From an optimization exercise on the open Yosys and OpenROAD flow, aimed at a short achievable clock period and few clock cycles; shortcuts taken in it are not production practice. Function was checked by simulation only, so behaviour that the tests miss may differ from the original. Power figures rest on the tool's default switching activity, not on a simulated workload.

==> run.sh <==
#!/bin/bash
# synth_recipe.tcl (not shown) runs the flow's synth.tcl, then flattens the netlist and writes it again
# the make line also repeats each setting of config.mk as NAME=value (left out here)
make -C /OpenROAD-flow-scripts/flow DESIGN_CONFIG=/design/flow/config.mk WORK_HOME=/design/flow/orfs CLKGATE_MAP_FILE= SYNTH_SCRIPT=/design/flow/synth_recipe.tcl finish
==> config.mk <==
export PLATFORM = sky130hd
export DESIGN_NAME = mips_pipeline
export DESIGN_NICKNAME = mips_pipeline
export VERILOG_FILES = /design/flow/design.v
export SDC_FILE = /design/flow/constraint.sdc
export NUM_CORES = 4
export LEC_CHECK = 0
export ABC_CLOCK_PERIOD_IN_PS = 2500
export CAP_MARGIN = 20
export CORE_MARGIN = 2
export CORE_UTILIZATION = 40
export SETUP_SLACK_MARGIN = 5.0
export SLEW_MARGIN = 20
==> constraint.sdc <==
create_clock -name core_clock -period 8.0 [get_ports {clk}]
set_input_delay 1.6000 -clock core_clock [delete_from_list [all_inputs] [get_ports {clk}]]
set_output_delay 1.6000 -clock core_clock [all_outputs]
set_load 0.01 [all_outputs]
==> design.v <==
module mips_pipeline (
  input         clk,
  input         reset,
  output [31:0] imem_addr,
  input  [31:0] imem_data,
  output [31:0] dmem_addr,
  output [31:0] dmem_wdata,
  output        dmem_we,
  input  [31:0] dmem_rdata
);
localparam NB = 4;    
reg  [29:0] pc;                        
reg  [NB-1:0] bv;                      
reg  [29:0]   btag [0:NB-1];
reg  [29:0]   btgt [0:NB-1];
reg  [2:0]    bptr;
reg         v_d;
reg  [31:0] ins_d;
reg  [29:0] pc_d;
reg         hit_d;
reg  [29:0] btgt_d;
reg         beq_e, pred_e, hit_e;
reg         rw_e, ld_e, sw_e;
reg  [4:0]  dst_e;
reg  [29:0] alt_e, pn_e, btgt_e;
reg  [31:0] rsv_e, rtv_e, imm_e;
reg         alusrc_e, sub_e, and_e, or_e, ar_e, slt_e;
reg         fam_e, faw_e, fbm_e, fbw_e;
reg         fix_m;
reg  [29:0] npc_m;
reg         rw_m, ld_m, sw_m;
reg  [4:0]  dst_m;
reg  [31:0] alu_m, sd_m;
reg         rw_w;
reg  [4:0]  dst_w;
reg  [31:0] wbd;
reg  [31:0] rf [1:31];
assign imem_addr = {pc, 2'b00};
wire [NB-1:0] bhit;
genvar gi;
generate
  for (gi = 0; gi < NB; gi = gi + 1) begin : g_hit
    assign bhit[gi] = bv[gi] && (btag[gi] == pc);
  end
endgenerate
wire hit = |bhit;
reg [29:0] btarget;
integer bi;
always @(*) begin
  btarget = 30'd0;
  for (bi = 0; bi < NB; bi = bi + 1)
    btarget = btarget | (btgt[bi] & {30{bhit[bi]}});
end
wire [29:0] pc_inc = pc + 30'd1;
wire [5:0] op    = ins_d[31:26];
wire [4:0] rs    = ins_d[25:21];
wire [4:0] rt    = ins_d[20:16];
wire [4:0] rd    = ins_d[15:11];
wire [5:0] funct = ins_d[5:0];
wire [31:0] simm = {{16{ins_d[15]}}, ins_d[15:0]};
wire is_r    = (op == 6'h00);
wire is_addi = (op == 6'h08);
wire is_lw   = (op == 6'h23);
wire is_sw   = (op == 6'h2b);
wire is_beq  = (op == 6'h04);
wire is_j    = (op == 6'h02);
wire use_rs = is_r | is_addi | is_lw | is_sw | is_beq;
wire use_rt = is_r | is_sw | is_beq;
wire [4:0] dst_d = is_r ? rd : rt;
wire rw_d = (is_r | is_addi | is_lw) && (dst_d != 5'd0);
wire stall = v_d && ld_e &&
             ((use_rs && rs == dst_e) || (use_rt && rt == dst_e));
wire pred_d = is_j | (is_beq & (ins_d[15] | (rs == rt)));
wire [29:0] pc4_d = pc_d + 30'd1;
wire [29:0] brt_d = pc4_d + simm[29:0];
wire [29:0] tgt_d = is_j ? {pc4_d[29:26], ins_d[25:0]} : brt_d;
wire [31:0] wb_rs = (rw_w && dst_w == rs) ? wbd : rf[rs];
wire [31:0] wb_rt = (rw_w && dst_w == rt) ? wbd : rf[rt];
wire [31:0] rsv_d = (rs == 5'd0) ? 32'd0 : wb_rs;
wire [31:0] rtv_d = (rt == 5'd0) ? 32'd0 : wb_rt;
wire [31:0] a  = fam_e ? alu_m : faw_e ? wbd : rsv_e;
wire [31:0] bf = fbm_e ? alu_m : fbw_e ? wbd : rtv_e;
wire [31:0] b  = alusrc_e ? imm_e : bf;
wire [31:0] bx = b ^ {32{sub_e}};
wire [32:0] sum = {1'b0, a} + {1'b0, bx} + {32'd0, sub_e};
wire [31:0] res = ({32{and_e}} & (a & b)) |
                  ({32{or_e}}  & (a | b)) |
                  ({32{ar_e}}  & sum[31:0]) |
                  {31'd0, slt_e & ~sum[32]};
wire eq = (a == bf);
wire ex_mis = beq_e & (eq != pred_e);
wire fix_x = hit_e & (pn_e != btgt_e) & ~ex_mis;
wire mem_redirect = fix_m;
wire ex_redirect  = ex_mis & ~mem_redirect;
wire id_go       = v_d & ~stall & ~ex_redirect & ~mem_redirect;
wire id_redirect = id_go & pred_d & ~hit_d;
wire btb_fill    = v_d & ~stall & pred_d & ~hit_d;
always @(posedge clk) begin
  if (reset)             pc <= 30'd0;
  else if (mem_redirect) pc <= npc_m;
  else if (ex_redirect)  pc <= alt_e;
  else if (id_redirect) pc <= tgt_d;
  else if (stall)       pc <= pc;
  else if (hit)         pc <= btarget;
  else                  pc <= pc_inc;
  if (reset || mem_redirect) begin
    bv   <= {NB{1'b0}};
    bptr <= 3'd0;
  end else if (btb_fill) begin
    bv[bptr] <= 1'b1;
    bptr <= (bptr == NB - 1) ? 3'd0 : bptr + 3'd1;
  end
  if (btb_fill) begin
    btag[bptr] <= pc_d;
    btgt[bptr] <= tgt_d;
  end
  if (reset || mem_redirect || ex_redirect || id_redirect) v_d <= 1'b0;
  else if (!stall)                        v_d <= 1'b1;
  if (!stall) begin
    ins_d  <= imem_data;
    pc_d   <= pc;
    hit_d  <= hit;
    btgt_d <= btarget;
  end
  if (reset || !id_go) begin
    beq_e <= 1'b0; hit_e <= 1'b0; rw_e <= 1'b0; ld_e <= 1'b0; sw_e <= 1'b0;
  end else begin
    beq_e <= is_beq;
    hit_e <= hit_d;
    rw_e  <= rw_d;
    ld_e  <= is_lw & rw_d;
    sw_e  <= is_sw;
  end
  pred_e   <= pred_d;
  dst_e    <= dst_d;
  alt_e    <= pred_d ? pc4_d : brt_d;
  pn_e     <= pred_d ? tgt_d : pc4_d;
  btgt_e   <= btgt_d;
  rsv_e    <= rsv_d;
  rtv_e    <= rtv_d;
  imm_e    <= simm;
  alusrc_e <= ~is_r;
  sub_e    <= is_r & (funct == 6'h22 || funct == 6'h2a);
  and_e    <= is_r & (funct == 6'h24);
  or_e     <= is_r & (funct == 6'h25);
  ar_e     <= ~is_r | (funct == 6'h20) | (funct == 6'h22);
  slt_e    <= is_r & (funct == 6'h2a);
  fam_e    <= rw_e && dst_e == rs;
  faw_e    <= rw_m && dst_m == rs;
  fbm_e    <= rw_e && dst_e == rt;
  fbw_e    <= rw_m && dst_m == rt;
  if (reset || mem_redirect) begin
    fix_m <= 1'b0; rw_m <= 1'b0; ld_m <= 1'b0; sw_m <= 1'b0;
  end else begin
    fix_m <= fix_x; rw_m <= rw_e; ld_m <= ld_e; sw_m <= sw_e;
  end
  npc_m <= pn_e;
  dst_m <= dst_e;
  alu_m <= res;
  sd_m  <= bf;
  if (reset) rw_w <= 1'b0;
  else       rw_w <= rw_m;
  dst_w <= dst_m;
  wbd   <= ld_m ? dmem_rdata : alu_m;
  if (rw_w) rf[dst_w] <= wbd;
end
assign dmem_addr  = alu_m;
assign dmem_wdata = sd_m;
assign dmem_we    = sw_m;
endmodule
==> results.yml <==
run_status:
  run_status: "finished clean"
clock_network:
  htree_levels: 4
  tritoncts.num_buffers: 181
  insertion_delay_ps: 850
  root_buffer: "sky130_fd_sc_hd__clkbuf_16"
  cts.sinks: 1695
  worst_setup_hold_path_clk_slew_ps: 60
  ctsLongestPathBuffers: 3
  tritoncts_clock_tree: "done"
critical_path:
  r2r_setup_slack_ps: 3770
  critical-path-top-cell-by-count: "sky130_fd_sc_hd__buf_4"
  cell_family_with_the_largest_share_of_critical_path_delay: "simple AND/OR/NAND/NOR gates"
  critical_path.endpoint_type: "flip-flop"
  worst_path_slowest_cell: "sky130_fd_sc_hd__or4_1"
  worst_ep_required_time_ps: 8660
  cpPeakStageDelay_ps: 530
  cp_num_cells: 17
  critPathBufInv: 6
  worst-setup-path-type: "reg -> reg"
  critPathLaunchType: "flip-flop"
  worstRegToRegCells: 17
  timing.rr.start: "pc_d[13]$_DFFE_PN_"
  worstPathCellList: "and4_4 > and3_4 > nand4_1 > buf_4 > buf_4 > or4_1 > xnor2_1 > ha_1 > a21oi_1 > o21ai_2 > xnor2_1 > buf_4 > buf_4 > buf_4 > buf_4 > nor2_4 > xnor2_1"
  timing.critical_path.from: "pc_d[13]$_DFFE_PN_"
  timing.critical_path.arrival_ps: 4890
  crit_fanout: 5
cells_and_area:
  most-common-layout-cells: "1,325 x sky130_fd_sc_hd__edfxtp_1, 461 x sky130_fd_sc_hd__buf_4, 452 x sky130_fd_sc_hd__mux4_2"
  fillerInstances: 15700
  area.growth.synth_to_final_pct: 26.95
  finish.instance_area_um2: 98120
  finalNetCount: 6077
  share_of_layout_cells_above_drive_strength_1_pct: 37.04
  layout_commonest_cell: "sky130_fd_sc_hd__edfxtp_1"
  finish.cell_count_without_fillers: 8619
yosys:
  synthesis.yosys.warnings: 1
  synth-compound-area-share_pct: 6.934
  synth_edf_count: 1325
  post_synth_xor_area_fraction_pct: 4.068
  synth-seq-area-share_pct: 61.07
  synthAdderAreaFrac_pct: 1.234
  synth_top_family_by_area: "multiplexers"
  synth_top_flop_cell: "sky130_fd_sc_hd__edfxtp_1"
  synthesis.instances: 5229
  yosys.area_share.simple_pct: 5.616
  mean_area_per_synthesized_cell_um2: 14.78
  synthMuxAreaShare_pct: 18.59
  synth_area_um2: 77290
  share_of_flip_flops_with_an_asynchronous_set_or_reset_after_synthesis_pct: 0
  synth.ff_latch_count: 1695
  count_of_different_cell_masters_after_synthesis: 80
global_route:
  grt_first_pass_wirelength_um: 381800
  grt_overflow: 0
  grt_pass1_vias: 50995
  antenna_found_initial: 16
  maximum_number_of_pins_on_one_net_before_global_route_repair: 73
  gr-usage-all-layers_pct: 27.19
floorplan:
  core_um2: 192200
  placement_rows: 161
  die_width_um: 443.6
  die-area_um2: 196800
  pin_count: 163
  die_height_um: 443.6
  initial_utilization_pct: 40.22
route:
  dr.first_iter.drc_count: 7955
  drtPass1Iterations: 8
  drt.antenna.violating_nets: 0
  routed_wire_length_per_instance_um: 33.04
  detail_route.wirelength_um: 284800
  vias_per_cell: 6.253
  routed-via-count: 53892
  route.detailed.drc: 0
power:
  combPwrFrac_pct: 13.5
  power.internal_w: 0.01632
  totalPowerFinal_w: 0.02238
  leakagePower_nw: 34.69
  power_per_cell_area_nw_per_um2: 228.0
  power.switching_fraction_pct: 27.05
  p_seq_share_pct: 49.2
  vdd.ir_drop.worst_mv: 0.2289
  pwr-share-clk_pct: 37.3
  total_switching_power_w: 0.006052
timing:
  finalSetupTns_ps: 0
  worstMarginPinSlew_ps: 1244
  maxSlewHeadroom_pct: 16.71
  fin_worst_hold_slack_ps: 317.7
  fin_skew_ps: 65.83
  timing.final.max_slew_violations: 0
  finalSetupViolations: 0
  hold_viol_final: 0
  layout_worst_path_cycle_share_pct: 52.83
  finalCriticalPeriod_ps: 4226
  max_freq_mhz: 236.6
  grt_setup_unrepaired: "yes"
placement:
  gpl.final_weighted_congestion: 0.9586
  numPlacedInstances: 7696
  place_hpwl_um: 159900
  dpl-instance-area_um2: 82420
  portBuffers: 160
job:
  timing.max_cap.violations: 0
hold_path:
  worst_hold_path_type: "reg -> reg"
  whs_path_depth: 0
  holdCritStartpoint: "btgt_d[20]$_DFFE_PN_"
[flip-flops by register name, summed over array words and instances, names as in the netlist, 16 cells and up]
| register | count |
|---|---|
| rf | 992 |
| btag | 120 |
| btgt | 120 |
| alu_m | 32 |
| ins_d | 32 |
| rsv_e | 32 |
| rtv_e | 32 |
| sd_m | 32 |
| wbd | 32 |
| alt_e | 30 |
| btgt_d | 30 |
| btgt_e | 30 |
| npc_m | 30 |
| pc | 30 |
| pc_d | 30 |
| pn_e | 30 |
| imm_e | 16 |
[through the flow]
step | setup WS, ps | util, %
after floorplan | 4200 | -
after global placement | 2778 | 42.89
after detailed placement | 2907 | 42.89
after CTS | 3883 | 48.99
after global routing | 3617 | 51.05
final | 3774 | 51.06
[power groups by stage]
stage	clock, W	sequential, W	combinational, W
finish	0.00835	0.0110	0.00301
global route	0.00876	0.0110	0.00312
CTS	0.00841	0.0110	0.00268
detailed placement	0	0.0111	0.00220
global placement	0	0.0111	0.00218
floorplan	0	0.0109	0.00116
[per-layer routing]
layer / GRT usage, % / part of all wire, % / vias up
li1: - / - / 21912
met1: 37.75 / 39 / 27636
met2: 40.78 / 44 / 3638
met3: 7.048 / 12 / 690
met4: 10.79 / 4.7 / 16
met5: 0.2686 / 0.061 / -
[synthesized netlist by cell type, drive strengths merged (25+ instances only)]
library cell | n | area, µm²
a221oi | 68 | 595.6
buf | 145 | 703.2
mux4 | 452 | 10180
nand4 | 57 | 356.6
mux2i | 251 | 2562
clkbuf | 209 | 784.5
nor2b | 43 | 269.0
nor4 | 33 | 206.5
nand2 | 237 | 894.6
xor2 | 177 | 1550
a21oi | 347 | 1737
a21o | 25 | 187.7
edfxtp | 1325 | 39790
nor2 | 297 | 1115
a222oi | 30 | 300.3
o21ai | 191 | 955.9
nor3 | 99 | 495.5
dfxtp | 370 | 7407
ha | 73 | 913.4
inv | 114 | 427.9
xnor2 | 182 | 1594
nand3 | 62 | 310.3
o221ai | 42 | 374.1
mux2 | 144 | 1629
[cell type report]
cell class	count	area, µm²	share of cell area [%]
clock buffers	244	4981	5.077
inverters	115	441.7	0.4501
clock inverters	88	910.9	0.9283
diodes	8	20.02	0.02040
well taps	2526	3161	3.221
multi-input cells	3075	31630	32.23
flip-flops and latches	1695	47500	48.41
repair buffers	868	9475	9.657
[path summary, 6_finish.rpt]
path                         to
max           alt_e[29]$_DFF_P_
min reg2reg  btgt_e[20]$_DFF_P_
min          btgt_e[20]$_DFF_P_
max reg2reg   alt_e[29]$_DFF_P_
[logic make-up (layout without fill, tap and decap cells)]
family / Yosys count / count (layout)
xor gates and xnor gates: 359 / 359
and+or+nand+nor: 928 / 936
muxes: 847 / 848
DFF: 1695 / 1695
AOI/OAI and AO/OA: 855 / 855
adders and majority gates: 75 / 75
other: 1 / 10
buffers and inverters: 469 / 1315
[what timing repair did]
item                                    4_1_cts  5_1_grt
resized for setup                          1049      338
cloned                                       34       35
setup buffers                               307      207
endpoints found under the setup margin      871      658
hold buffers                                  0        0
pin swaps                                   115      165
Testbench counts, summed over its fixed seeds: cycles 20,161.

separate check: timing with driven ports:
Ports are ideal in the flow. The routed layout listed here was re-timed in OpenROAD. Step 1 assumes that a clkbuf_16 drives the clock port and a buf_2 every other input. Step 2 times the ports against the registers' clock, not the clock port: input delays grow and output delays shrink by t, the midpoint of the rising clock arrivals with the driver on. Slacks: no drivers / after step 1 / after step 2; pairs: no drivers / after step 1.
t (ns): 0.906
slack for setup (ns): 3.774 / 3.774 / 3.774
hold slack, ns: 0.318 / 0.318 / 0.318
slew at the worst register clock pin (ns): 0.07 / 0.07
worst data-port slew with drivers (ns): 0.13
After both steps setup and hold are still met in this run. For this run, drivers alone change the setup slack by 0.000 ns; drivers and shift together by 0.000 ns.
